Background: an optimization exercise with open tools, aiming at small area, a short achievable clock period and few clock cycles per item. Do not read the settings as production practice. The RTL was checked by simulation tests, not by an equivalence proof against the original design.

## milestone1
module milestone1 (
    input  logic        CLOCK_50_I,
    input  logic        resetn,
    input  logic        M1_start,
    input  logic [15:0] SRAM_read_data,
    output logic [15:0] SRAM_write_data,
    output logic [17:0] SRAM_address,
    output logic        SRAM_we_n,
    output logic        M1_done
);
Size in the first run: roughly 2500 cells after synthesis, ~55 I/O pins, roughly 0.027 mm2 of cells after synthesis.
==> flow/config.mk <==
export PLATFORM = sky130hd
export DESIGN_NAME = milestone1
export DESIGN_NICKNAME = milestone1
export VERILOG_FILES = /design/flow/design.v
export SDC_FILE = /design/flow/constraint.sdc
export NUM_CORES = 4
export LEC_CHECK = 0
export CAP_MARGIN = 20
export CORE_MARGIN = 2
export CORE_UTILIZATION = 40
export CTS_BUF_LIST = sky130_fd_sc_hd__clkbuf_8 sky130_fd_sc_hd__clkbuf_16
export CTS_CLUSTER_SIZE = 16
export SETUP_SLACK_MARGIN = 5
export SLEW_MARGIN = 20
export SYNTH_HIERARCHICAL = 1
export SYNTH_MINIMUM_KEEP_SIZE = 0
==> flow/constraint.sdc <==
create_clock -name core_clock -period 10.5 [get_ports {CLOCK_50_I}]
set_input_delay 2.1000 -clock core_clock [delete_from_list [all_inputs] [get_ports {CLOCK_50_I}]]
set_output_delay 2.1000 -clock core_clock [all_outputs]
set_load 0.01 [all_outputs]
standard.sh (not shown) runs the stock make flow with config.mk's settings and CLKGATE_MAP_FILE= SYNTH_SCRIPT=/design/flow/synth_recipe.tcl, a recipe that flattens the netlist after the stock synthesis.
==> flow/flow/run.sh <==
#!/bin/bash
set -euo pipefail
sed 's/SETUP_SLACK_MARGIN=5 /SETUP_SLACK_MARGIN=7 /' standard.sh > standard_m.sh
grep -q 'SETUP_SLACK_MARGIN=7 ' standard_m.sh
bash standard_m.sh > standard_m.log 2>&1
The baseline produced a clean layout.
Testbench counts at the start, summed over its fixed seeds: cycles 1,152,162, pixels 460,800.
Edit:
--- a/flow/config.mk
+++ b/flow/config.mk
@@ -10,4 +10,3 @@
 export CORE_UTILIZATION = 40
-export CTS_BUF_LIST = sky130_fd_sc_hd__clkbuf_8 sky130_fd_sc_hd__clkbuf_16
-export CTS_CLUSTER_SIZE = 16
+export CTS_BUF_LIST = sky130_fd_sc_hd__clkbuf_4 sky130_fd_sc_hd__clkbuf_8
 export SETUP_SLACK_MARGIN = 5
The changed run produced a clean layout.
Global-route usage came out higher by 0.19 points.
Setup slack gets better by 0.037 ns.
Sequential share of layout area stays flat.
Non-clock buffer count rises by 2.
Register-to-register slack gains 0.04 ns.
Cell count is higher by 1.4%.
Worst hold slack is about the same.
Wire length increases by about 0.44%.
Cell area hardly moves.

* * *

milestone1, a different RTL version from the one above (not shown whole).
Size in the first run: roughly 2,300 cells after synthesis, roughly 25,000 sq um of cells after synthesis.
==> flow/config.mk <==
export PLATFORM = sky130hd
export DESIGN_NAME = milestone1
export DESIGN_NICKNAME = milestone1
export VERILOG_FILES = /design/flow/design.v
export SDC_FILE = /design/flow/constraint.sdc
export NUM_CORES = 4
export LEC_CHECK = 0
export CAP_MARGIN = 20
export CORE_MARGIN = 2
export CORE_UTILIZATION = 40
export CTS_BUF_LIST = sky130_fd_sc_hd__clkbuf_16
export CTS_CLUSTER_DIAMETER = 80
export CTS_CLUSTER_SIZE = 24
export SETUP_SLACK_MARGIN = 5
export SLEW_MARGIN = 20
export SYNTH_HIERARCHICAL = 1
export SYNTH_MINIMUM_KEEP_SIZE = 0
==> flow/constraint.sdc <==
create_clock -name core_clock -period 10.5 [get_ports {CLOCK_50_I}]
set_input_delay 2.1000 -clock core_clock [delete_from_list [all_inputs] [get_ports {CLOCK_50_I}]]
set_output_delay 2.1000 -clock core_clock [all_outputs]
set_load 0.01 [all_outputs]
==> flow/flow/run.sh <==
#!/bin/bash
set -euo pipefail
sed 's/SETUP_SLACK_MARGIN=5 /SETUP_SLACK_MARGIN=6.7 /' standard.sh > standard_m.sh
grep -q 'SETUP_SLACK_MARGIN=6.7 ' standard_m.sh
bash standard_m.sh > standard_m.log 2>&1
The starting point finished with timing, DRC and antenna clean.
Testbench counts at the start, summed over its fixed seeds: cycles 1,152,162, pixels 460,800.
Next try:
==> flow/flow/run.sh (replaced) <==
#!/bin/bash
set -euo pipefail
sed "s/SETUP_SLACK_MARGIN=5 /SETUP_SLACK_MARGIN=7 BUFFER_PORTS_ARGS='-buffer_cell sky130_fd_sc_hd__buf_1' /" standard.sh > standard_m.sh
grep -q 'SETUP_SLACK_MARGIN=7 ' standard_m.sh
bash standard_m.sh > standard_m.log 2>&1
Outcome:
- cell count increases by 0.46%
- maximum frequency is higher by 4.5%
- via count shrinks by 0.39%
- die area does not change
- synthesized cell count does not change
- clock skew barely changes
- global-route usage barely changes
- core utilization barely changes
- sequential cell count does not change
Next try:
==> flow/flow/run.sh (replaced) <==
#!/bin/bash
set -euo pipefail
sed "s/SETUP_SLACK_MARGIN=5 /SETUP_SLACK_MARGIN=7.4 BUFFER_PORTS_ARGS='-buffer_cell sky130_fd_sc_hd__buf_1' /" standard.sh > standard_m.sh
grep -q 'SETUP_SLACK_MARGIN=7.4 ' standard_m.sh
bash standard_m.sh > standard_m.log 2>&1
--- a/flow/config.mk
+++ b/flow/config.mk
@@ -16,2 +16 @@
-export SYNTH_HIERARCHICAL = 1
-export SYNTH_MINIMUM_KEEP_SIZE = 0
+export SYNTH_HIERARCHICAL = 0
Outcome: Routed wire length increases slightly. Global-route usage increases by 1.0 points. Die area goes down by a few percent. Utilization rises by 3.4 points. Setup slack gets worse by 0.18 ns.
Next try:
==> flow/flow/run.sh (replaced) <==
#!/bin/bash
set -euo pipefail
sed 's/SETUP_SLACK_MARGIN=5 /SETUP_SLACK_MARGIN=7 /' standard.sh > standard_m.sh
grep -q 'SETUP_SLACK_MARGIN=7 ' standard_m.sh
bash standard_m.sh > standard_m.log 2>&1
--- a/flow/config.mk
+++ b/flow/config.mk
@@ -10 +10 @@
-export CORE_UTILIZATION = 40
+export CORE_UTILIZATION = 55
@@ -13,0 +14 @@
+export PLACE_DENSITY = 0.7
@@ -16 +17,2 @@
-export SYNTH_HIERARCHICAL = 0
+export SYNTH_HIERARCHICAL = 1
+export SYNTH_MINIMUM_KEEP_SIZE = 0
Core utilization increases by 13 points.
Hold slack is worse by 0.0065 ns.
Wire length went down by 3.0%.
Global-route usage grows by 4.9 points.
Design area is lower by 1.2%.
Next try:
==> flow/flow/run.sh (replaced) <==
#!/bin/bash
set -euo pipefail
sed "s/SETUP_SLACK_MARGIN=5 /SETUP_SLACK_MARGIN=7 BUFFER_PORTS_ARGS='-buffer_cell sky130_fd_sc_hd__buf_1' /" standard.sh > standard_m.sh
grep -q 'SETUP_SLACK_MARGIN=7 ' standard_m.sh
bash standard_m.sh > standard_m.log 2>&1
--- a/flow/config.mk
+++ b/flow/config.mk
@@ -10 +10 @@
-export CORE_UTILIZATION = 55
+export CORE_UTILIZATION = 40
@@ -14 +13,0 @@
-export PLACE_DENSITY = 0.7
@@ -17,2 +16 @@
-export SYNTH_HIERARCHICAL = 1
-export SYNTH_MINIMUM_KEEP_SIZE = 0
+export SYNTH_HIERARCHICAL = 0
Effect: The new run produced a clean layout; synthesized area went down by 5.7%; final cell count came out higher by 2.3%; core utilization falls by 15 points; worst hold slack improves by 0.011 ns; design area goes down by 3.1%; wire length is lower by 2.2%; setup slack is worse by 0.15 ns; global-route usage fell by 5.6 points.
Next try:
==> flow/flow/run.sh (replaced) <==
#!/bin/bash
set -euo pipefail
sed "s/SETUP_SLACK_MARGIN=5 /SETUP_SLACK_MARGIN=7 BUFFER_PORTS_ARGS='-buffer_cell sky130_fd_sc_hd__buf_2' /" standard.sh > standard_m.sh
grep -q 'SETUP_SLACK_MARGIN=7 ' standard_m.sh
bash standard_m.sh > standard_m.log 2>&1
--- a/flow/config.mk
+++ b/flow/config.mk
@@ -16 +16,2 @@
-export SYNTH_HIERARCHICAL = 0
+export SYNTH_HIERARCHICAL = 1
+export SYNTH_MINIMUM_KEEP_SIZE = 0
=> The changed run passed the timing, DRC and antenna checks. Critical path depth went down by 5. Worst setup slack improved by 0.14 ns. Via count went up by 5.3%. Cell area went up by 3.0%. Maximum frequency went up by 4.1%. Non-clock buffer count went down by 6. Global-route usage went down by 0.52 points. Sequential cell count is unchanged. Die area went up by 6.0%.

==> separate check: timing with driven ports <==
The flow's constraints put no driver on any port. The routed layouts listed below were extracted and timed again, unchanged, in two steps.
Step 1 sets driving cells, clkbuf_16 on the clock port and buf_2 on the other inputs (assumed; they add their load-dependent delay and slew).
Step 2 times the ports against the registers' clock, not the clock port: input delays grow and output delays shrink by t, the midpoint of the rising clock arrivals with the driver on.
a / b / c = no drivers / after step 1 / after step 2; a / b = the first two.
run | t (ns) | setup slack, ns | slew at the worst register clock pin (ns)
the first run of note 1 | 0.645 | 6.954 / 6.954 / 6.700 | 0.06 / 0.06
the second run of note 1 | 0.742 | 6.991 / 6.991 / 6.694 | 0.06 / 0.06
the first run of note 2 | 0.659 | 6.855 / 6.794 / 6.472 | 0.10 / 0.10
the second run of note 2 | 0.663 | 7.012 / 7.012 / 6.790 | 0.10 / 0.10
the third run of note 2 | 0.635 | 6.835 / 6.835 / 6.835 | 0.10 / 0.10
the fourth run of note 2 | 0.625 | 6.991 / 6.991 / 6.564 | 0.10 / 0.10
the fifth run of note 2 | 0.631 | 6.838 / 6.838 / 6.675 | 0.10 / 0.10
the sixth run of note 2 | 0.659 | 6.981 / 6.981 / 6.866 | 0.10 / 0.10
After both steps every run listed still meets setup and hold. For the fourth run of note 2, which loses most, drivers alone change the setup slack by 0.000 ns; drivers and shift together by -0.427 ns.
